From an optimization exercise on the open Yosys and OpenROAD flow, aimed at a short achievable clock period and few clock cycles; shortcuts taken in it are not production practice. Only simulation tests tie the RTL to the original design; equivalence was not proved. No activity file was given, so power comes from the tool's default toggle rates.

### design/flow/flow/run.sh
#!/bin/bash
# The standard layout, with timing repair aiming well past the design's
# clock period (setup margin), so that the achieved period is as short as
# the design allows. The constraints are the design's own.
set -euo pipefail
MARGIN=$(cat flow/margin.txt)
bash standard.sh SETUP_SLACK_MARGIN=$MARGIN finish > standard_flow.log 2>&1
### design/flow/flow/margin.txt
9.3
### design/flow/standard.sh
#!/bin/bash
# synth_recipe.tcl (not shown) runs the flow's synth.tcl, then flattens the netlist and writes it again
# the make line also repeats each setting of config.mk as NAME=value (left out here)
make -C /OpenROAD-flow-scripts/flow DESIGN_CONFIG=/design/flow/config.mk WORK_HOME=/design/flow/orfs CLKGATE_MAP_FILE= SYNTH_SCRIPT=/design/flow/synth_recipe.tcl "${@:-finish}"
### design/flow/config.mk
export PLATFORM = sky130hd
export DESIGN_NAME = top_proc
export DESIGN_NICKNAME = top_proc
export VERILOG_FILES = /design/flow/design.v
export SDC_FILE = /design/flow/constraint.sdc
export NUM_CORES = 4
export LEC_CHECK = 0
export ABC_CLOCK_PERIOD_IN_PS = 3000
export CAP_MARGIN = 20
export CORE_MARGIN = 2
export CORE_UTILIZATION = 40
export PLACE_DENSITY = 0.6
export SLEW_MARGIN = 20
export SYNTH_HIERARCHICAL = 1
### design/flow/constraint.sdc
create_clock -name core_clock -period 13.0 [get_ports {clk}]
set_input_delay 2.6000 -clock core_clock [delete_from_list [all_inputs] [get_ports {clk}]]
set_output_delay 2.6000 -clock core_clock [all_outputs]
set_load 0.01 [all_outputs]
### design/flow/design.v
`timescale 1ns/1ps
module alu (output wire [31:0] result,
            output wire [31:0] aresult,
            output wire [31:0] wresult,
            input wire [31:0] op1,
            input wire [31:0] op2,
            input wire        cin,
            input wire [31:0] sop1,
            input wire [4:0]  shamt,
            input wire        arith,
            input wire [6:0]  sel,
            input wire [6:0]  asel,      
            input wire [6:0]  wsel);     
  wire [32:0] sum1 = {op1, 1'b1} + {op2, cin};
  wire [31:0] sum = sum1[32:1];
  wire lt = (op1[31] == op2[31]) ? op1[31] : sum[31];
  wire [31:0] sll = sop1 << shamt;
  wire [32:0] sr_in = {arith & sop1[31], sop1};
  wire [32:0] sr_out = $signed(sr_in) >>> shamt;
  wire [31:0] t_xor = op1 ^ op2;
  wire [31:0] t_or  = op1 | op2;
  wire [31:0] t_and = op1 & op2;
  wire [31:0] t_srx = sr_out[31:0];
  assign result = ({32{sel[0]}} & sum)
                | ({32{sel[1]}} & {31'b0, lt})
                | ({32{sel[2]}} & t_xor)
                | ({32{sel[3]}} & t_or)
                | ({32{sel[4]}} & t_and)
                | ({32{sel[5]}} & sll)
                | ({32{sel[6]}} & t_srx);
  assign aresult = ({32{asel[0]}} & sum)
                 | ({32{asel[1]}} & {31'b0, lt})
                 | ({32{asel[2]}} & t_xor)
                 | ({32{asel[3]}} & t_or)
                 | ({32{asel[4]}} & t_and)
                 | ({32{asel[5]}} & sll)
                 | ({32{asel[6]}} & t_srx);
  assign wresult = ({32{wsel[0]}} & sum)
                 | ({32{wsel[1]}} & {31'b0, lt})
                 | ({32{wsel[2]}} & t_xor)
                 | ({32{wsel[3]}} & t_or)
                 | ({32{wsel[4]}} & t_and)
                 | ({32{wsel[5]}} & sll)
                 | ({32{wsel[6]}} & t_srx);
endmodule
`timescale 1ns/1ps
module regfile (output wire [31:0] readData1,
                output wire [31:0] readData2,
                input wire clk,
                input wire [4:0] readReg1,
                input wire [4:0] readReg2,
                input wire [4:0] writeReg,
                input wire [31:0] writeData,
                input wire write);
  reg [31:0] registers [1:31];
  always @(posedge clk)
    if (write && writeReg != 5'd0)
      registers[writeReg] <= writeData;
  assign readData1 = (readReg1 == 5'd0) ? 32'b0 : registers[readReg1];
  assign readData2 = (readReg2 == 5'd0) ? 32'b0 : registers[readReg2];
endmodule
`timescale 1ns/1ps
module datapath #(parameter [31:0] INITIAL_PC = 32'h00400000)
  (output wire [31:0] PC,
   output wire [31:0] dAddress,
   output wire [31:0] dWriteData,
   output wire MemRead,
   output wire MemWrite,
   input wire clk,
   input wire rst,
   input wire [31:0] instr,
   input wire [31:0] dReadData);
  localparam [6:0] OP_R   = 7'b0110011,
                   OP_I   = 7'b0010011,
                   OP_LW  = 7'b0000011,
                   OP_SW  = 7'b0100011,
                   OP_BEQ = 7'b1100011;
  reg [31:2] pc_out;     
  reg [31:2] pcn_f;      
  wire [31:2] pc_f = ~pcn_f;
  assign PC = {pc_out, 2'b00};
  reg [31:0] rf1_e, rf2_e, imm_e;
  reg        s1m_e, s1w_e, s1r_e;           
  reg        s2m_e, s2w_e, s2r_e, s2i_e;    
  reg        s2mp_e, s2mn_e, s2wp_e, s2wn_e, s2rp_e, s2rn_e;   
  reg        h1m_e, h1w_e, h1r_e, h2m_e, h2w_e, h2r_e, h2i_e;
  reg        c1m_e, c1w_e, c1r_e, c2m_e, c2w_e, c2r_e;
  reg        d2m_e, d2w_e, d2r_e;
  reg        z1m_e, z1w_e, z1r_e, z2m_e, z2w_e, z2r_e, z2i_e;    
  reg        sub_e, arith_e;
  reg [6:0]  sel_e, asel_e, wsel_e;
  reg [4:0]  rd_e;
  reg        we_e;       
  reg        lw_e;       
  reg        ld_e;       
  reg        st_e;       
  reg        br_e;       
  reg        pred_e;     
  reg        rp_e;       
  reg        add_e;      
  reg [31:2] pc_e;       
  reg [31:0] res_m;      
  reg [31:0] addr_m;     
  reg [31:0] rwd_m;      
  reg [31:0] sd_m;
  reg [4:0]  rd_m;
  reg        we_m;       
  reg        lw_m;       
  reg        ld_m, st_m;
  reg [31:0] wb_w;       
  wire [6:0] opc  = instr[6:0];
  wire [2:0] f3   = instr[14:12];
  wire       f7b5 = instr[30];
  wire [4:0] rs1  = instr[19:15];
  wire [4:0] rs2  = instr[24:20];
  wire [4:0] rd   = instr[11:7];
  wire is_r   = (opc == OP_R);
  wire is_i   = (opc == OP_I);
  wire is_lw  = (opc == OP_LW);
  wire is_sw  = (opc == OP_SW);
  wire is_beq = (opc == OP_BEQ);
  wire is_alu = is_r | is_i;
  wire [31:0] imm_i = {{20{instr[31]}}, instr[31:20]};
  wire [31:0] imm_s = {{20{instr[31]}}, instr[31:25], instr[11:7]};
  wire [31:0] imm_b = {{20{instr[31]}}, instr[7], instr[30:25], instr[11:8], 1'b0};
  wire use1 = is_alu | is_lw | is_sw | is_beq;
  wire use2 = is_r | is_sw | is_beq;
  wire op_add = (is_alu & f3 == 3'b000 & ~(is_r & f7b5)) | is_lw | is_sw;
  wire op_sub = is_r & f3 == 3'b000 & f7b5;
  wire op_slt = is_alu & f3 == 3'b010;
  wire op_xor = is_alu & f3 == 3'b100;
  wire op_or  = is_alu & f3 == 3'b110;
  wire op_and = is_alu & f3 == 3'b111;
  wire op_sll = is_alu & f3 == 3'b001;
  wire op_sr  = is_alu & f3 == 3'b101;
  wire inv2   = op_sub | op_slt;    
  wire is_sh  = op_sll | op_sr;
  wire is_add = is_alu & (f3 == 3'b000) & ~(is_r & f7b5);    
  wire [31:0] wb_m = lw_m ? dReadData : rwd_m;
  wire [31:0] rf1, rf2;
  regfile regfile_inst (
    .readData1(rf1), .readData2(rf2), .clk(clk),
    .readReg1(rs1), .readReg2(rs2),
    .writeReg(rd_m), .writeData(wb_m), .write(we_m));
  wire hitE1 = we_e & (rd_e == rs1);    
  wire hitE2 = we_e & (rd_e == rs2);
  wire hitM1 = we_m & (rd_m == rs1);    
  wire hitM2 = we_m & (rd_m == rs2);
  wire [31:0] op1, op2, sop1, cmp1, cmp2, sd;
  wire [4:0]  shamt;
  opmux #(32) op1_mux (.y(op1), .a(res_m), .b(wb_w), .c(rf1_e), .d(32'b0),
                       .sa(s1m_e), .sb(s1w_e), .sc(s1r_e), .sd(1'b0));
  opmux_pn op2_mux (.y(op2), .a(res_m), .b(wb_w), .c(rf2_e), .d(imm_e),
                    .sap(s2mp_e), .san(s2mn_e), .sbp(s2wp_e), .sbn(s2wn_e),
                    .scp(s2rp_e), .scn(s2rn_e), .sd(s2i_e));
  opmux #(32) sop1_mux (.y(sop1), .a(res_m), .b(wb_w), .c(rf1_e), .d(32'b0),
                        .sa(h1m_e), .sb(h1w_e), .sc(h1r_e), .sd(1'b0));
  opmux #(5) shamt_mux (.y(shamt), .a(res_m[4:0]), .b(wb_w[4:0]), .c(rf2_e[4:0]), .d(imm_e[4:0]),
                        .sa(h2m_e), .sb(h2w_e), .sc(h2r_e), .sd(h2i_e));
  opmux #(32) cmp1_mux (.y(cmp1), .a(res_m), .b(wb_w), .c(rf1_e), .d(32'b0),
                        .sa(c1m_e), .sb(c1w_e), .sc(c1r_e), .sd(1'b0));
  opmux #(32) cmp2_mux (.y(cmp2), .a(res_m), .b(wb_w), .c(rf2_e), .d(32'b0),
                        .sa(c2m_e), .sb(c2w_e), .sc(c2r_e), .sd(1'b0));
  opmux #(32) sd_mux (.y(sd), .a(res_m), .b(wb_w), .c(rf2_e), .d(32'b0),
                      .sa(d2m_e), .sb(d2w_e), .sc(d2r_e), .sd(1'b0));
  wire [31:0] alu_e, alu_a, alu_w;
  alu alu_inst (.result(alu_e), .aresult(alu_a), .wresult(alu_w),
                .op1(op1), .op2(op2), .cin(sub_e),
                .sop1(sop1), .shamt(shamt), .arith(arith_e), .sel(sel_e),
                .asel(asel_e), .wsel(wsel_e));
  wire eq_e = (cmp1 == cmp2);
  wire [31:0] zop1, zop2;
  opmux #(32) zop1_mux (.y(zop1), .a(res_m), .b(wb_w), .c(rf1_e), .d(32'b0),
                        .sa(z1m_e), .sb(z1w_e), .sc(z1r_e), .sd(1'b0));
  opmux #(32) zop2_mux (.y(zop2), .a(res_m), .b(wb_w), .c(rf2_e), .d(imm_e),
                        .sa(z2m_e), .sb(z2w_e), .sc(z2r_e), .sd(z2i_e));
  wire zero_e;
  sum_zero sum_zero_inst (.z(zero_e), .a(zop1), .b(zop2));
  wire mispred = br_e & (eq_e ^ pred_e);
  reg        mp_r;
  reg [31:2] alt_r;
  always @(posedge clk) begin
    mp_r  <= ~rst & mispred;
    alt_r <= alt_e;
  end
  wire dep = lw_e & (((rd_e == rs1) & use1) | ((rd_e == rs2) & use2));
  wire redo = rp_e;
  wire        near  = (instr[30:26] == {5{instr[31]}}) & (instr[7] == instr[31]);
  wire        pred;      
  wire [31:2] alt_e = pred_e ? pc_e + 30'd1 : pc_e + imm_e[31:2];
  wire [31:7] hi_p, hi_m;
  wire [31:2] next, altr;
  pc_early #(.INITIAL_PC(INITIAL_PC)) pc_early_inst (
    .pc(pc_f), .pcn(pcn_f), .alt(redo ? pc_e : alt_r), .rst(rst),
    .hi_p(hi_p), .hi_m(hi_m), .next(next), .altr(altr));
  wire [31:2] npc;
  pc_late #(.LO(2), .HI(31)) pc_late_inst (
    .instr(instr), .pc(pc_f), .hi_p(hi_p), .hi_m(hi_m),
    .next(next), .altr(altr), .red(mp_r | redo | rst),
    .rd_e(rd_e), .add_e(add_e), .zero_e(zero_e), .npc(npc));
  pc_pred pc_pred_inst (.taken(pred), .instr(instr), .rd_e(rd_e), .add_e(add_e), .zero_e(zero_e));
  always @(posedge clk) begin
    pc_out <= npc;
    pcn_f  <= ~npc;
  end
  wire go = ~mispred & ~mp_r & ~redo;
  wire ex = go & ~dep;    
  wire use_imm = is_i | is_lw | is_sw;
  always @(posedge clk) begin
    if (rst) begin
      we_e <= 1'b0; lw_e <= 1'b0; ld_e <= 1'b0; st_e <= 1'b0; br_e <= 1'b0;
      rp_e <= 1'b0; add_e <= 1'b0;
    end else begin
      we_e <= ex & is_alu & (rd != 5'd0);
      lw_e <= ex & is_lw & (rd != 5'd0);
      ld_e <= ex & is_lw;
      st_e <= ex & is_sw;
      br_e <= ex & is_beq & ((rs1 != rs2) | ~near);
      rp_e <= go & dep;
      add_e <= ex & is_add & (rd != 5'd0);
    end
    rf1_e   <= rf1;
    rf2_e   <= rf2;
    imm_e   <= is_beq ? imm_b : is_sw ? imm_s : op_slt ? ~imm_i : imm_i;
    s1m_e   <= hitE1;
    s1w_e   <= ~hitE1 & hitM1;
    s1r_e   <= ~hitE1 & ~hitM1;
    s2i_e   <= use_imm;
    s2m_e   <= ~use_imm & hitE2;
    s2w_e   <= ~use_imm & ~hitE2 & hitM2;
    s2r_e   <= ~use_imm & ~hitE2 & ~hitM2;
    s2mp_e  <= ~use_imm & hitE2 & ~inv2;
    s2mn_e  <= ~use_imm & hitE2 & inv2;
    s2wp_e  <= ~use_imm & ~hitE2 & hitM2 & ~inv2;
    s2wn_e  <= ~use_imm & ~hitE2 & hitM2 & inv2;
    s2rp_e  <= ~use_imm & ~hitE2 & ~hitM2 & ~inv2;
    s2rn_e  <= ~use_imm & ~hitE2 & ~hitM2 & inv2;
    h1m_e   <= is_sh & hitE1;
    h1w_e   <= is_sh & ~hitE1 & hitM1;
    h1r_e   <= is_sh & ~hitE1 & ~hitM1;
    h2i_e   <= is_sh & use_imm;
    h2m_e   <= is_sh & ~use_imm & hitE2;
    h2w_e   <= is_sh & ~use_imm & ~hitE2 & hitM2;
    h2r_e   <= is_sh & ~use_imm & ~hitE2 & ~hitM2;
    c1m_e   <= is_beq & hitE1;
    c1w_e   <= is_beq & ~hitE1 & hitM1;
    c1r_e   <= is_beq & ~hitE1 & ~hitM1;
    c2m_e   <= is_beq & hitE2;
    c2w_e   <= is_beq & ~hitE2 & hitM2;
    c2r_e   <= is_beq & ~hitE2 & ~hitM2;
    z1m_e   <= is_add & hitE1;
    z1w_e   <= is_add & ~hitE1 & hitM1;
    z1r_e   <= is_add & ~hitE1 & ~hitM1;
    z2i_e   <= is_add & is_i;
    z2m_e   <= is_add & is_r & hitE2;
    z2w_e   <= is_add & is_r & ~hitE2 & hitM2;
    z2r_e   <= is_add & is_r & ~hitE2 & ~hitM2;
    d2m_e   <= is_sw & hitE2;
    d2w_e   <= is_sw & ~hitE2 & hitM2;
    d2r_e   <= is_sw & ~hitE2 & ~hitM2;
    sub_e   <= inv2;
    arith_e <= f7b5;
    sel_e   <= {op_sr, op_sll, op_and, op_or, op_xor, op_slt, op_add | op_sub};
    asel_e  <= {6'b0, is_lw | is_sw};
    wsel_e  <= {op_sr, op_sll, op_and, op_or, op_xor, op_slt, op_add | op_sub} & {7{is_alu}};
    rd_e    <= rd;
    pred_e  <= pred;
    pc_e    <= pc_f;
  end
  always @(posedge clk) begin
    if (rst) begin
      we_m <= 1'b0; lw_m <= 1'b0; ld_m <= 1'b0; st_m <= 1'b0;
    end else begin
      we_m <= we_e | lw_e;
      lw_m <= lw_e;
      ld_m <= ld_e;
      st_m <= st_e;
    end
    res_m  <= alu_e;
    addr_m <= alu_a;
    rwd_m  <= alu_w;
    sd_m   <= sd;
    rd_m   <= rd_e;
    wb_w   <= wb_m;
  end
  assign dAddress   = addr_m;
  assign dWriteData = sd_m;
  assign MemRead    = ld_m;
  assign MemWrite   = st_m;
endmodule
module pc_early #(parameter [31:0] INITIAL_PC = 32'h00400000)
  (input wire [31:2] pc,
   input wire [31:2] pcn,       
   input wire [31:2] alt,
   input wire rst,
   output wire [31:7] hi_p,
   output wire [31:7] hi_m,
   output wire [31:2] next,
   output wire [31:2] altr);
  assign hi_p = pc[31:7] + 25'd1;
  assign hi_m = ~(pcn[31:7] + 25'd1);    
  assign next = pc + 30'd1;
  assign altr = rst ? INITIAL_PC[31:2] : alt;
endmodule
module pc_late #(parameter LO = 2, parameter HI = 31)
  (input wire [31:0] instr,
   input wire [31:2] pc,
   input wire [31:7] hi_p,
   input wire [31:7] hi_m,
   input wire [31:2] next,
   input wire [31:2] altr,
   input wire red,              
   input wire [4:0] rd_e,       
   input wire add_e,            
   input wire zero_e,           
   output wire [HI:LO] npc);
  wire taken;
  pc_pred pc_pred_inst (.taken(taken), .instr(instr), .rd_e(rd_e), .add_e(add_e), .zero_e(zero_e));
  wire [6:2] off = {instr[26:25], instr[11:9]};
  wire [7:2] lo  = {1'b0, pc[6:2]} + {1'b0, off};
  wire [31:7] hi_c0 = instr[31] ? hi_m : pc[31:7];
  wire [31:7] hi_c1 = instr[31] ? pc[31:7] : hi_p;
  wire [31:2] tgt = {lo[7] ? hi_c1 : hi_c0, lo[6:2]};
  pc_mux #(.W(HI - LO + 1)) pc_mux_inst (
    .y(npc), .red(red), .taken(taken), .a(altr[HI:LO]), .b(tgt[HI:LO]), .c(next[HI:LO]));
endmodule
module pc_mux #(parameter W = 1)
  (output wire [W-1:0] y, input wire red, input wire taken,
   input wire [W-1:0] a, input wire [W-1:0] b, input wire [W-1:0] c);
  assign y = red ? a : taken ? b : c;
endmodule
module pc_pred
  (output wire taken,
   input wire [31:0] instr,
   input wire [4:0] rd_e,
   input wire add_e,
   input wire zero_e);
  wire beq  = (instr[6:0] == 7'b1100011);
  wire near = (instr[30:26] == {5{instr[31]}}) & (instr[7] == instr[31]);
  wire [4:0] rs1 = instr[19:15];
  wire [4:0] rs2 = instr[24:20];
  wire fused = add_e & (((rs1 == rd_e) & (rs2 == 5'd0)) | ((rs2 == rd_e) & (rs1 == 5'd0)));
  assign taken = beq & near & ((fused & zero_e) | (~fused & ((rs1 == rs2) | instr[31])));
endmodule
module opmux #(parameter W = 32)
  (output wire [W-1:0] y,
   input wire [W-1:0] a, b, c, d,
   input wire sa, sb, sc, sd);
  assign y = ({W{sa}} & a) | ({W{sb}} & b) | ({W{sc}} & c) | ({W{sd}} & d);
endmodule
module opmux_pn
  (output wire [31:0] y,
   input wire [31:0] a, b, c, d,
   input wire sap, san, sbp, sbn, scp, scn, sd);
  assign y = ({32{sap}} & a) | ({32{san}} & ~a) | ({32{sbp}} & b) | ({32{sbn}} & ~b)
           | ({32{scp}} & c) | ({32{scn}} & ~c) | ({32{sd}} & d);
endmodule
module sum_zero (output wire z, input wire [31:0] a, input wire [31:0] b);
  assign z = &((a ^ b) ~^ {a[30:0] | b[30:0], 1'b0});
endmodule
`timescale 1ns/1ps
module top_proc #(parameter [31:0] INITIAL_PC = 32'h00400000)
  (
    output wire [31:0] PC,             
    output wire [31:0] dAddress,       
    output wire [31:0] dWriteData,     
    output wire MemRead,               
    output wire MemWrite,              
    input wire clk,                    
    input wire rst,                    
    input wire [31:0] instr,           
    input wire [31:0] dReadData);      
  datapath #(.INITIAL_PC(INITIAL_PC)) datapath_inst (
    .PC(PC), .dAddress(dAddress), .dWriteData(dWriteData),
    .MemRead(MemRead), .MemWrite(MemWrite),
    .clk(clk), .rst(rst), .instr(instr), .dReadData(dReadData));
endmodule
==> summary.txt, run 1 <==
Run status
  • Status: no timing/DRC/antenna violations

Logic synthesis
  • Adder-Cell Fraction of Synth Area: 0.0187
  • Synth unique cells: 94
  • Simple-Gate Fraction of Synth Area: 0.0953
  • Avg Inst Size Synth: 12.0 um^2
  • Yosys warning total: 8
  • Register bit count reported by yosys: 1417
  • Mapped cell area: 79300 um^2
  • Post-synth top flop: edfxtp_1
  • Synth Area in Compound Gates: 0.133
  • Cell count after synthesis: 6606
  • Xor and xnor area share after synthesis: 0.0292
  • Mux contribution to synthesized area: 0.192
  • Part of the Yosys area used for sequential elements: 0.483
  • EDFF count, synth: 992
  • Async S/R FF share, synth: 0
  • Main combinational cell family by area after synthesis: multiplexers

Worst hold path
  • Hold_sp: datapath_inst.pc_e[31]
  • Class of the worst hold path: flip-flop to flip-flop
  • Hold Path Cell Cnt: 1
  • Hold Path End: datapath_inst.alt_r[31]

Detailed routing
  • Avg WL per Cell: 32.8 um
  • Drt pass-1 iters: 15
  • # DRC: 0
  • Vias per inst: 6.47
  • Routed Antenna Nets: 0
  • First DRT Iteration DRCs: 9698
  • Via count: 62600
  • Post-Route WL: 318 mm

Clocking
  • CTS Buffer Depth: 3
  • Clock Pin Slew Worst Setup and Hold Paths: 0.05 ns
  • Clock sink count: 1417
  • TritonCTS clock tree: built
  • H-tree levels: 4
  • Clock latency on the worst-skew pair: 0.84 ns
  • CTS Buf Count: 157
  • Clock root buffer: clkbuf_16
  • Hold buffer count at CTS: 0

GRT
  • Initial antenna violation count: 33
  • Largest net degree at the start of global routing: 73
  • First-pass GRT wire length: 442 mm
  • Grt total ovfl: 0
  • Gr usage total: 0.301
  • Vias in the first global route: 59500

Final layout
  • Final net count: 7083
  • Commonest non-fill, non-tap cell in the layout: edfxtp_1
  • Most frequent cells in the layout: edfxtp_1 (992), nand2_1 (634), a22oi_1 (581)
  • Fraction of layout instances using a drive strength above 1: 0.202
  • Syn-to-layout area delta: 16.8%

STA
  • Setup TNS Final: 0 ns
  • Hold Violations, Final: 0
  • Period utilization: 0.304
  • Max Clock Freq: 253 MHz
  • Max Clock Skew: 0.0528 ns
  • Worst slew pin tran: 1.13 ns
  • RSZ-0062 raised after global routing: yes
  • Fin Hold WS: 0.465 ns
  • Tmin final: 3.95 ns
  • Final slew viol count: 0
  • Final setup vio count: 0
  • Rel. slew slack: 0.242

Pwr
  • Power per cell area: 127 nW/um^2
  • Peak supply drop: 0.148 mV
  • LEAKAGE: 0.0345 uW

Critical path
  • Startpoint types: flip-flop
  • FF-to-FF path depth: 16
  • CP max stage cell: dfxtp_4
  • Crit path kind: flip-flop to output port
  • Worst Path Buf+Inv: 1
  • Crit end category: output port
  • Crit path required time: 10.40 ns
  • CP max FO: 1
  • Crit-path max cell delay: 0.41 ns
  • Crit Reg-Reg Endpoint: datapath_inst.pc_out[25]
  • Worst Path Arrival: 1.35 ns
  • CP cell instances: buf_6
  • Crit path max-delay family: flip-flops
  • Reg-to-Reg Start: datapath_inst.res_m[12]
  • R2R Setup Slk: 9.10 ns

Die
  • # rows: 163
  • Die Ht: 449 um
  • Io pins: 164
  • Die area: 202000 um^2
  • Die X: 449 um
  • Initial Util: 0.402
  • Core area: 197000 um^2

Place
  • Detail Placement HPWL: 194 mm
  • Number of port buffers: 161
  • RD Place Congestion: 0.956

Flow run
  • Max Cap Viol: 0
==> synthesized netlist by cell type (63+ instances only) <==
| library cell | count | area [um^2] |
|---|---|---|
| a222oi_1 | 78 | 781 |
| edfxtp_1 | 992 | 29800 |
| nand3_1 | 144 | 721 |
| a22oi_1 | 584 | 4380 |
| nor2b_1 | 85 | 532 |
| xnor2_1 | 145 | 1270 |
| o21ai_0 | 135 | 676 |
| nor2_1 | 274 | 1030 |
| mux4_2 | 375 | 8450 |
| o21ai_1 | 63 | 315 |
| dfxtp_1 | 425 | 8510 |
| a22o_1 | 73 | 639 |
| mux2i_1 | 519 | 5190 |
| mux2_2 | 121 | 1360 |
| nand4_1 | 116 | 726 |
| nand2_1 | 643 | 2410 |
| buf_2 | 178 | 891 |
| ha_1 | 113 | 1410 |
| clkbuf_1 | 206 | 773 |
| inv_1 | 259 | 972 |
| a21oi_1 | 150 | 751 |
| xor2_1 | 119 | 1040 |
==> Yosys stat by module, one instance, submodules excluded, excerpt <==
module	cells	flip-flops and latches	area [um^2]	copies in the design
regfile	2601	992	46500	1
opmux_pn	181	0	1440	1
pc_pred	38	0	305	2
alu	1306	0	8940	1
sum_zero	136	0	973	1
==> sequential cells by signal (all words and copies together) (netlist names), 32 cells and up <==
register / count
datapath_inst.rwd_m: 32
datapath_inst.regfile_inst.registers: 992
datapath_inst.addr_m: 32
datapath_inst.sd_m: 32
datapath_inst.rf2_e: 32
datapath_inst.res_m: 32
datapath_inst.rf1_e: 32
datapath_inst.wb_w: 32
==> per-stage QoR <==
| step | area [um^2] | total power (uW) | cells | worst slack, ns | util |
|---|---|---|---|---|---|
| after CTS | 91300 | 11700 | 9620 | 9.00 | 0.463 |
| final | 92600 | 11800 | 9683 | 9.05 | 0.470 |
| after global placement | 83600 | 7020 | 9239 | 6.46 | 0.424 |
| after global routing | 92600 | 12100 | 9677 | 9.00 | 0.470 |
| after floorplan | 80900 | 6430 | 6846 | 8.82 | - |
| after detailed placement | 83600 | 7040 | 9239 | 6.46 | 0.424 |
==> report_power, final <==
group | internal, uW | switching (uW)
sequential | 4950 | 228
clock | 2540 | 1970
combinational | 860 | 1220
==> timing repair <==
item,4_1_cts,5_1_grt
setup buffers,44,34
endpoints found under the setup margin,359,265
cloned,47,18
resized for setup,760,163
pin swaps,25,17
==> worst max-delay path by stage <==
stage / from / endpoint / slack [ns] / depth (start not counted)
after global routing: datapath_inst.pc_out[8] / PC[8] / 9.00 / 1
after detailed placement: instr[15] / datapath_inst.rf1_e[22] / 6.46 / 7
final: datapath_inst.pc_out[8] / PC[8] / 9.05 / 1
after floorplan: instr[28] / datapath_inst.pc_out[10] / 8.82 / 8
after CTS: datapath_inst.pc_out[8] / PC[8] / 9.00 / 1
after global placement: instr[15] / datapath_inst.rf1_e[26] / 6.46 / 7
==> per-layer routing <==
| layer | wire length, um | up-vias | GRT usage |
|---|---|---|---|
| met5 | 41 | - | 0 |
| met1 | 118000 | 31400 | 0.389 |
| met2 | 144000 | 4235 | 0.467 |
| met3 | 35300 | 909 | 0.0641 |
| met4 | 20800 | 6 | 0.178 |
| li1 | - | 26000 | - |
==> cell type report <==
class / count / area (um^2)
tap: 2640 / 3300
timing repair buffer: 418 / 5650
fill: 17600 / 105000
clock buffer: 210 / 4320
sequential: 1417 / 38500
clock inverter: 80 / 832
inverter: 265 / 1010
multi-input combinational: 4642 / 39000
antenna: 11 / 27.5
==> cells by family after synthesis <==
group           count (synthesis)
simple gates                 1560
xor+xnor                      264
fa+ha+maj                     117
compound gates               1433
mux                          1025
other cells                     1
buf+inv                       789
flops                        1417
Testbench counts, summed over its fixed seeds: cycles 16,524.
==> run 2, diff against run 1 <==
--- a/design/flow/config.mk
+++ b/design/flow/config.mk
@@ -9,6 +9,8 @@
 export CAP_MARGIN = 20
 export CORE_MARGIN = 2
 export CORE_UTILIZATION = 40
+export CTS_CLUSTER_DIAMETER = 100
+export CTS_CLUSTER_SIZE = 18
 export PLACE_DENSITY = 0.6
 export SLEW_MARGIN = 20
 export SYNTH_HIERARCHICAL = 1
==> summary.txt, run 2 <==
STA
  • Final setup vio count: 0
  • Fin Hold WS: 0.472 ns
  • Final Worst Setup Slack: 9.04 ns
  • RSZ-0062 raised after global routing: yes
  • Max Clock Skew: 0.0386 ns
  • Rel. slew slack: 0.217
  • Max Clock Freq: 252 MHz
  • Hold Violations, Final: 0
  • Tmin final: 3.96 ns
  • Final slew viol count: 0
  • Period utilization: 0.305
  • Setup TNS Final: 0 ns
  • Worst slew pin tran: 1.17 ns

Logic synthesis
  • Area leader, netlist: edfxtp_1
  • EDFF count, synth: 992
  • Register bit count reported by yosys: 1417
  • Yosys top cell area share: 0.376
  • Mapped cell area: 79300 um^2
  • Cell count after synthesis: 6606
  • Adder-Cell Fraction of Synth Area: 0.0187
  • Most frequent cell after synthesis: edfxtp_1
  • Simple-Gate Fraction of Synth Area: 0.0953
  • Synth cell count leaders: edfxtp_1 (992), nand2_1 (643), a22oi_1 (584)
  • Avg Inst Size Synth: 12.0 um^2
  • Part of the Yosys area used for sequential elements: 0.483
  • Area contributors post-synth: edfxtp_1 (38%), dfxtp_1 (11%), mux4_2 (11%)
  • Synth Area in Compound Gates: 0.133
  • Mux contribution to synthesized area: 0.192
  • Yosys warning total: 8
  • Xor and xnor area share after synthesis: 0.0292
  • Post-synth top flop: edfxtp_1
  • Async S/R FF share, synth: 0
  • Synth unique cells: 94
  • Main combinational cell family by area after synthesis: multiplexers

Critical path
  • Crit path kind: input port to flip-flop
  • CP max FO: 7
  • Crit path required time: 13.64 ns
  • Crit end category: flip-flop
  • FF-to-FF path depth: 18
  • Worst Path Arrival: 4.61 ns
  • Startpoint types: input port

Final layout
  • Most frequent cells in the layout: edfxtp_1 (992), nand2_1 (634), a22oi_1 (581)
  • Post-Route Utilization: 0.458
  • Commonest non-fill, non-tap cell in the layout: edfxtp_1
  • Top reg by flops: datapath_inst.regfile_inst.registers
  • Final cell count without fillers: 9573
  • Max reg flops: 992
  • Final net count: 7019
  • Fraction of layout instances using a drive strength above 1: 0.186
  • Fill cells: 17800
  • Syn-to-layout area delta: 13.9%

Clocking
  • CTS Buffer Depth: 3
  • Clock root buffer: clkbuf_16
  • Clock Pin Slew Worst Setup and Hold Paths: 0.09 ns
  • Clock latency on the worst-skew pair: 0.77 ns
  • Clock sink count: 1417
  • Hold buffer count at CTS: 0
  • H-tree levels: 3
  • TritonCTS clock tree: built
  • CTS Buf Count: 94

Die
  • Initial Util: 0.402
  • Die area: 202000 um^2
  • # rows: 163
  • Die X: 449 um
  • Core area: 197000 um^2
  • Io pins: 164
  • Die Ht: 449 um

GRT
  • Vias in the first global route: 58900
  • Met2 usage: 0.468
  • Largest net degree at the start of global routing: 73
  • Initial antenna violation count: 42
  • Global route hottest layer: met2
  • First-pass GRT wire length: 441 mm
  • Grt met3 use: 0.0602
  • M1 GR Usage: 0.388
  • Gr usage total: 0.301
  • Grt total ovfl: 0

Detailed routing
  • First DRT Iteration DRCs: 9359
  • Via count: 62000
  • # DRC: 0
  • Drt pass-1 iters: 14
  • Avg WL per Cell: 33.0 um
  • Vias per inst: 6.47
  • Routed Antenna Nets: 0
  • Post-Route WL: 316 mm

Worst hold path
  • Class of the worst hold path: flip-flop to flip-flop
  • Hold Path Cell Cnt: 1

Run status
  • Status: no timing/DRC/antenna violations

Place
  • Detail Placement HPWL: 194 mm
  • Worst slack at placement: 6.46 ns
  • RD Place Congestion: 0.956
  • Number of port buffers: 161
  • Dpl cells: 9239

Pwr
  • Power per cell area: 114 nW/um^2
  • Peak supply drop: 0.121 mV
  • LEAKAGE: 0.0333 uW

Flow run
  • Max Cap Viol: 0
[run 2: kinds of logic (layout without fill, tap and decap cells)]
kind of cell             after synthesis  after routing
other                                  1            262
flip-flops                          1417           1417
adder cells (fa/ha/maj)              117            117
buffers and inverters                789            853
AO/OA/AOI/OAI                       1433           1433
XOR/XNOR                             264            264
multiplexers                        1025           1025
AND/OR/NAND/NOR                     1560           1562
[run 2: stage by stage]
stage / total power (uW) / instance area [um^2]
after CTS: 10200 / 89400
after detailed placement: 7040 / 83600
after global placement: 7020 / 83600
final: 10300 / 90300
after global routing: 10600 / 90300
after floorplan: 6430 / 80900
[run 2: worst max-delay path, stage by stage]
cell and delay (ns):
buf_12 0.10, buf_12 0.13, nor2_1 0.12, nand4_1 0.17, nor4_2 0.21, o21ai_1 0.15, a221oi_4 0.32, buf_12 0.19
buf_12 0.11, buf_16 0.14, mux2i_1 0.08, o21ai_1 0.20, inv_1 0.07
[run 2: where the power goes]
part           switching, uW  internal (uW)  total [uW]
combinational           1210            858        2070
clock                   1640           1430        3070
sequential               227           4940        5170
[run 2: layer usage]
metal / share of wire / up-vias
li1: - / 25900
met1: 0.37 / 31000
met2: 0.45 / 4151
met3: 0.11 / 942
met4: 0.071 / 8
met5: 0.00017 / -
[run 2: final timing paths]
kind                     startpoint                       to  slack, ns
max                       instr[23]  datapath_inst.pcn_f[21]       9.04
min          datapath_inst.pc_e[31]  datapath_inst.alt_r[31]       0.47
max reg2reg     datapath_inst.z2i_e  datapath_inst.pcn_f[21]       9.07
min reg2reg  datapath_inst.pc_e[31]  datapath_inst.alt_r[31]       0.47
[run 2: final cells by class]
class	instances	area, um^2	share of cell area
repair buffers	417	5660	0.0627
inverters	265	1010	0.0111
clock buffers	155	2650	0.0293
flip-flops and latches	1417	38500	0.426
diodes	21	52.6	0.000582
clock inverters	16	219	0.00243
well taps	2640	3300	0.0366
multi-input cells	4642	38900	0.431
[run 2: per-module statistics from Yosys (local to each module, per instance), a selection]
module	cells	flops+latches	copies in the design
alu	1306	0	1
opmux_pn	181	0	1
pc_pred	38	0	2
regfile	2601	992	1
sum_zero	136	0	1
[run 2: repair_timing]
item / in CTS / in global routing
gates resized for setup: 782 / 142
cloned: 56 / 8
buffers inserted: 54 / 24
pin swaps: 25 / 21
setup endpoints to repair: 362 / 262
==> run 3, diff against run 2 <==
--- a/design/flow/design.v
+++ b/design/flow/design.v
@@ -56,8 +56,39 @@
   always @(posedge clk)
     if (write && writeReg != 5'd0)
       registers[writeReg] <= writeData;
-  assign readData1 = (readReg1 == 5'd0) ? 32'b0 : registers[readReg1];
-  assign readData2 = (readReg2 == 5'd0) ? 32'b0 : registers[readReg2];
+  wire [32*32-1:0] flat;
+  assign flat[31:0] = 32'b0;
+  genvar k;
+  generate
+    for (k = 1; k < 32; k = k + 1) begin : g_flat
+      assign flat[32*k +: 32] = registers[k];
+    end
+  endgenerate
+  wire [31:0] sel1, sel2;
+  rf_decode dec1 (.sel(sel1), .a(readReg1));
+  rf_decode dec2 (.sel(sel2), .a(readReg2));
+  rf_read rd1 (.d(readData1), .sel(sel1), .flat(flat));
+  rf_read rd2 (.d(readData2), .sel(sel2), .flat(flat));
+endmodule
+module rf_decode (output wire [31:0] sel, input wire [4:0] a);
+  genvar k;
+  generate
+    for (k = 0; k < 32; k = k + 1) begin : g_dec
+      assign sel[k] = (k != 0) && (a == k);
+    end
+  endgenerate
+endmodule
+module rf_read (output wire [31:0] d, input wire [31:0] sel, input wire [32*32-1:0] flat);
+  genvar b, k;
+  generate
+    for (b = 0; b < 32; b = b + 1) begin : g_bit
+      wire [31:0] col;
+      for (k = 0; k < 32; k = k + 1) begin : g_reg
+        assign col[k] = sel[k] & flat[32*k + b];
+      end
+      assign d[b] = |col;
+    end
+  endgenerate
 endmodule
 `timescale 1ns/1ps
 module datapath #(parameter [31:0] INITIAL_PC = 32'h00400000)
@@ -86,7 +117,6 @@
   reg        h1m_e, h1w_e, h1r_e, h2m_e, h2w_e, h2r_e, h2i_e;
   reg        c1m_e, c1w_e, c1r_e, c2m_e, c2w_e, c2r_e;
   reg        d2m_e, d2w_e, d2r_e;
-  reg        z1m_e, z1w_e, z1r_e, z2m_e, z2w_e, z2r_e, z2i_e;    
   reg        sub_e, arith_e;
   reg [6:0]  sel_e, asel_e, wsel_e;
   reg [4:0]  rd_e;
@@ -135,7 +165,6 @@
   wire op_sr  = is_alu & f3 == 3'b101;
   wire inv2   = op_sub | op_slt;    
   wire is_sh  = op_sll | op_sr;
-  wire is_add = is_alu & (f3 == 3'b000) & ~(is_r & f7b5);    
   wire [31:0] wb_m = lw_m ? dReadData : rwd_m;
   wire [31:0] rf1, rf2;
   regfile regfile_inst (
@@ -169,13 +198,8 @@
                 .sop1(sop1), .shamt(shamt), .arith(arith_e), .sel(sel_e),
                 .asel(asel_e), .wsel(wsel_e));
   wire eq_e = (cmp1 == cmp2);
-  wire [31:0] zop1, zop2;
-  opmux #(32) zop1_mux (.y(zop1), .a(res_m), .b(wb_w), .c(rf1_e), .d(32'b0),
-                        .sa(z1m_e), .sb(z1w_e), .sc(z1r_e), .sd(1'b0));
-  opmux #(32) zop2_mux (.y(zop2), .a(res_m), .b(wb_w), .c(rf2_e), .d(imm_e),
-                        .sa(z2m_e), .sb(z2w_e), .sc(z2r_e), .sd(z2i_e));
-  wire zero_e;
-  sum_zero sum_zero_inst (.z(zero_e), .a(zop1), .b(zop2));
+  wire zero_e;           
+  sum_zero sum_zero_inst (.z(zero_e), .a(op1), .b(op2));
   wire mispred = br_e & (eq_e ^ pred_e);
   reg        mp_r;
   reg [31:2] alt_r;
@@ -194,10 +218,18 @@
     .pc(pc_f), .pcn(pcn_f), .alt(redo ? pc_e : alt_r), .rst(rst),
     .hi_p(hi_p), .hi_m(hi_m), .next(next), .altr(altr));
   wire [31:2] npc;
-  pc_late #(.LO(2), .HI(31)) pc_late_inst (
+  pc_late #(.LO(2), .HI(6)) pc_late_0 (
+    .instr(instr), .pc(pc_f), .hi_p(hi_p), .hi_m(hi_m),
+    .next(next), .altr(altr), .red(mp_r | redo | rst),
+    .rd_e(rd_e), .add_e(add_e), .zero_e(zero_e), .npc(npc[6:2]));
+  pc_late #(.LO(7), .HI(18)) pc_late_1 (
+    .instr(instr), .pc(pc_f), .hi_p(hi_p), .hi_m(hi_m),
+    .next(next), .altr(altr), .red(mp_r | redo | rst),
+    .rd_e(rd_e), .add_e(add_e), .zero_e(zero_e), .npc(npc[18:7]));
+  pc_late #(.LO(19), .HI(31)) pc_late_2 (
     .instr(instr), .pc(pc_f), .hi_p(hi_p), .hi_m(hi_m),
     .next(next), .altr(altr), .red(mp_r | redo | rst),
-    .rd_e(rd_e), .add_e(add_e), .zero_e(zero_e), .npc(npc));
+    .rd_e(rd_e), .add_e(add_e), .zero_e(zero_e), .npc(npc[31:19]));
   pc_pred pc_pred_inst (.taken(pred), .instr(instr), .rd_e(rd_e), .add_e(add_e), .zero_e(zero_e));
   always @(posedge clk) begin
     pc_out <= npc;
@@ -217,7 +249,7 @@
       st_e <= ex & is_sw;
       br_e <= ex & is_beq & ((rs1 != rs2) | ~near);
       rp_e <= go & dep;
-      add_e <= ex & is_add & (rd != 5'd0);
+      add_e <= ex & is_alu & (f3 == 3'b000) & ~(is_r & f7b5) & (rd != 5'd0);
     end
     rf1_e   <= rf1;
     rf2_e   <= rf2;
@@ -248,13 +280,6 @@
     c2m_e   <= is_beq & hitE2;
     c2w_e   <= is_beq & ~hitE2 & hitM2;
     c2r_e   <= is_beq & ~hitE2 & ~hitM2;
-    z1m_e   <= is_add & hitE1;
-    z1w_e   <= is_add & ~hitE1 & hitM1;
-    z1r_e   <= is_add & ~hitE1 & ~hitM1;
-    z2i_e   <= is_add & is_i;
-    z2m_e   <= is_add & is_r & hitE2;
-    z2w_e   <= is_add & is_r & ~hitE2 & hitM2;
-    z2r_e   <= is_add & is_r & ~hitE2 & ~hitM2;
     d2m_e   <= is_sw & hitE2;
     d2w_e   <= is_sw & ~hitE2 & hitM2;
     d2r_e   <= is_sw & ~hitE2 & ~hitM2;
--- a/design/flow/config.mk
+++ b/design/flow/config.mk
@@ -9,8 +9,6 @@
 export CAP_MARGIN = 20
 export CORE_MARGIN = 2
 export CORE_UTILIZATION = 40
-export CTS_CLUSTER_DIAMETER = 100
-export CTS_CLUSTER_SIZE = 18
 export PLACE_DENSITY = 0.6
 export SLEW_MARGIN = 20
 export SYNTH_HIERARCHICAL = 1
==> summary.txt, run 3 <==
Run status
  • Status: no timing/DRC/antenna violations

Place
  • Dpl cells: 8925
  • RD Place Congestion: 0.986
  • Number of port buffers: 161
  • Dpl cell area: 78200 um^2
  • Detail Placement HPWL: 188 mm

Critical path
  • Crit path required time: 13.69 ns
  • Worst Path Buf+Inv: 8
  • CP cell instances: buf_6 > buf_12 > buf_12 > nand2b_4 > buf_12 > buf_12 > buf_6 > nor2_4 > buf_12 > buf_4 > a22oi_1 > nand4_1 > or4_1
  • Crit path max-delay family: buffers and inverters
  • Crit-path most repeated cell: buf_12
  • Worst Path Arrival: 4.92 ns
  • Crit-path max cell delay: 0.57 ns
  • Crit path kind: input port to flip-flop
  • CP max FO: 7
  • Startpoint types: input port
  • Crit end category: flip-flop
  • CP max stage cell: or4_1

Detailed routing
  • Routed Antenna Nets: 0
  • Vias per inst: 6.70
  • # DRC: 0
  • Avg WL per Cell: 33.8 um
  • First DRT Iteration DRCs: 9723
  • Post-Route WL: 323 mm
  • Drt pass-1 iters: 13
  • Via count: 63900

GRT
  • Grt total ovfl: 0
  • Largest net degree at the start of global routing: 74
  • First-pass GRT wire length: 446 mm
  • Gr usage total: 0.332
  • Vias in the first global route: 59700
  • Initial antenna violation count: 25

Final layout
  • Max reg flops: 992
  • Post-Route Utilization: 0.503
  • Fin area: 91100 um^2
  • Commonest non-fill, non-tap cell in the layout: a22oi_1
  • Syn-to-layout area delta: 24.6%
  • Most frequent cells in the layout: a22oi_1 (1126), edfxtp_1 (992), nand2_1 (459)
  • Final net count: 7248
  • Fill cells: 15700
  • Fraction of layout instances using a drive strength above 1: 0.225
  • Top reg by flops: datapath_inst.regfile_inst.registers
  • Final cell count without fillers: 9544

Logic synthesis
  • Part of the Yosys area used for sequential elements: 0.522
  • Cell count after synthesis: 6443
  • EDFF count, synth: 992
  • Most frequent cell after synthesis: a22oi_1
  • Mapped cell area: 73100 um^2
  • Synth cell count leaders: a22oi_1 (1387), edfxtp_1 (992), nand2_1 (473)
  • Register bit count reported by yosys: 1409
  • Async S/R FF share, synth: 0
  • Avg Inst Size Synth: 11.3 um^2
  • Area leader, netlist: edfxtp_1
  • Yosys top cell area share: 0.408
  • Area contributors post-synth: edfxtp_1 (41%), a22oi_1 (14%), dfxtp_1 (11%)
  • Yosys warning total: 8
  • Synth unique cells: 91
  • Post-synth top flop: edfxtp_1

STA
  • Hold Violations, Final: 0
  • Final slew viol count: 0
  • RSZ-0062 raised after global routing: yes
  • Worst slew pin tran: 1.12 ns
  • Max Clock Freq: 236 MHz
  • Final setup vio count: 0
  • Setup TNS Final: 0 ns
  • Tmin final: 4.23 ns
  • Period utilization: 0.325
  • Rel. slew slack: 0.246
  • Max Clock Skew: 0.0611 ns

Die
  • Initial Util: 0.403
  • Io pins: 164
  • Die Ht: 431 um
  • Die X: 431 um
  • Die area: 186000 um^2
  • Core area: 181000 um^2
  • # rows: 156

Pwr
  • Peak supply drop: 0.164 mV
  • Power per cell area: 129 nW/um^2
  • LEAKAGE: 0.0329 uW

Flow run
  • Max Cap Viol: 0

Clocking
  • H-tree levels: 4
  • Clock Pin Slew Worst Setup and Hold Paths: 0.06 ns
  • CTS Buf Count: 153
  • Clock root buffer: clkbuf_16
  • TritonCTS clock tree: built
  • Clock latency on the worst-skew pair: 0.85 ns
  • Hold buffer count at CTS: 0
  • CTS Buffer Depth: 3
  • Clock sink count: 1409

Worst hold path
  • Class of the worst hold path: flip-flop to flip-flop
[run 3: worst paths after layout]
kind / startpoint / to / slack (ns) / depth (start not counted)
worst max register to register: datapath_inst.rf2_e[21] / datapath_inst.pc_out[13] / 9.02 / 15
worst max-delay path: instr[18] / datapath_inst.rf1_e[11] / 8.77 / 13
worst min register to register: datapath_inst.pc_e[2] / datapath_inst.alt_r[2] / 0.48 / 1
worst min-delay path: datapath_inst.pc_e[2] / datapath_inst.alt_r[2] / 0.48 / 1
[run 3: repair_timing]
action,4_1_cts,5_1_grt
gates cloned,78,3
setup endpoints to repair,335,286
buffers inserted,192,57
pin swaps,244,165
gates resized for setup,1208,275
[run 3: modules after synthesis, one instance, submodules excluded, excerpt]
module,area (um^2),times used
alu,8940,1
opmux_pn,1440,1
pc_pred,305,4
regfile,30000,1
rf_decode,229,2
rf_read,5380,2
sum_zero,973,1
[run 3: power by group]
group          switching, uW  internal, uW  leakage (uW)  total [uW]
Combinational           1320           901        0.0173        2220
Clock                   1940          2420       0.00241        4360
Sequential               185          4950        0.0131        5130
[run 3: cell families (layout without fill, tap and decap cells)]
| kind of cell | count (synthesis) | count (layout) | synth area share |
|---|---|---|---|
| mux | 396 | 396 | 0.0620 |
| fa+ha+maj | 142 | 142 | 0.0246 |
| xor+xnor | 290 | 290 | 0.0349 |
| other cells | 4 | 279 | 0.000205 |
| simple gates | 1466 | 1468 | 0.105 |
| flops | 1409 | 1409 | 0.522 |
| buf+inv | 729 | 1183 | 0.0474 |
| compound gates | 2007 | 2007 | 0.204 |
[run 3: worst reg2reg max path: stages (launching register included)]
cell	delay, ns
dfxtp_1	0.51
mux2i_1	0.24
nand4_1	0.33
inv_1	0.15
ha_1	0.31
xnor2_1	0.17
nor4_1	0.37
nand4_1	0.17
nor4_2	0.24
buf_4	0.26
nor2b_1	0.10
a221oi_2	0.25
buf_4	0.23
buf_12	0.16
mux2i_1	0.23
o21ai_1	0.10
[run 3: through the flow]
stage | setup slack [ns] | hold slack (ns) | power, uW
after detailed placement | 7.18 | 0.471 | 7120
after CTS | 9.05 | 0.485 | 11600
after floorplan | 8.75 | 0.414 | 6460
final | 8.77 | 0.481 | 11700
after global placement | 7.18 | 0.467 | 7090
after global routing | 8.85 | 0.508 | 12100
[run 3: final cells by class]
class / count / area (um^2) / share of cell area
Timing Repair Buffer: 637 / 8580 / 0.0942
Multi-Input combinational cell: 4573 / 35200 / 0.387
Antenna cell: 9 / 22.5 / 0.000247
Tap cell: 2370 / 2970 / 0.0326
Clock inverter: 80 / 803 / 0.00882
Inverter: 266 / 1020 / 0.0112
Sequential cell: 1409 / 38300 / 0.420
Clock buffer: 200 / 4150 / 0.0456
[run 3: layer usage]
layer / up-vias / part of all wire / global-route usage
met5: - / 0.00011 / 0
met4: 6 / 0.091 / 0.245
met3: 1285 / 0.12 / 0.0877
met2: 4777 / 0.43 / 0.501
met1: 31400 / 0.36 / 0.411
li1: 26500 / - / -
Testbench counts of run 3, summed over its fixed seeds: cycles 16,524.

==> static timing again, ports no longer ideal <==
In the flow no input, the clock included, has a driving cell. The finished layouts below were timed again as built, in two steps.
Step 1: set_driving_cell puts a clkbuf_16 on clk and a buf_2 on each other input, an assumption about the parent block.
Step 2, shift: input delay + t, output delay - t, t = (earliest + latest rising clock arrival at the registers) / 2. This alone moves slack from input paths to output paths.
Slacks: ideal / step 1 / step 2; pairs: ideal / step 1.
run	t, ns	setup slack, ns	hold slack, ns	worst setup path after step 2
run 1	0.913	9.049 / 8.898 / 7.985	0.465 / 0.465 / 0.465	input to register
run 2	0.842	9.036 / 8.815 / 7.973	0.472 / 0.472 / 0.472	input to register
run 3	0.908	8.771 / 8.803 / 7.895	0.481 / 0.481 / 0.481	input to register
After both steps setup and hold are still met in every run listed. The setup slack of run 1, which loses most, moves by -0.151 ns with the drivers and by -1.064 ns with both steps.
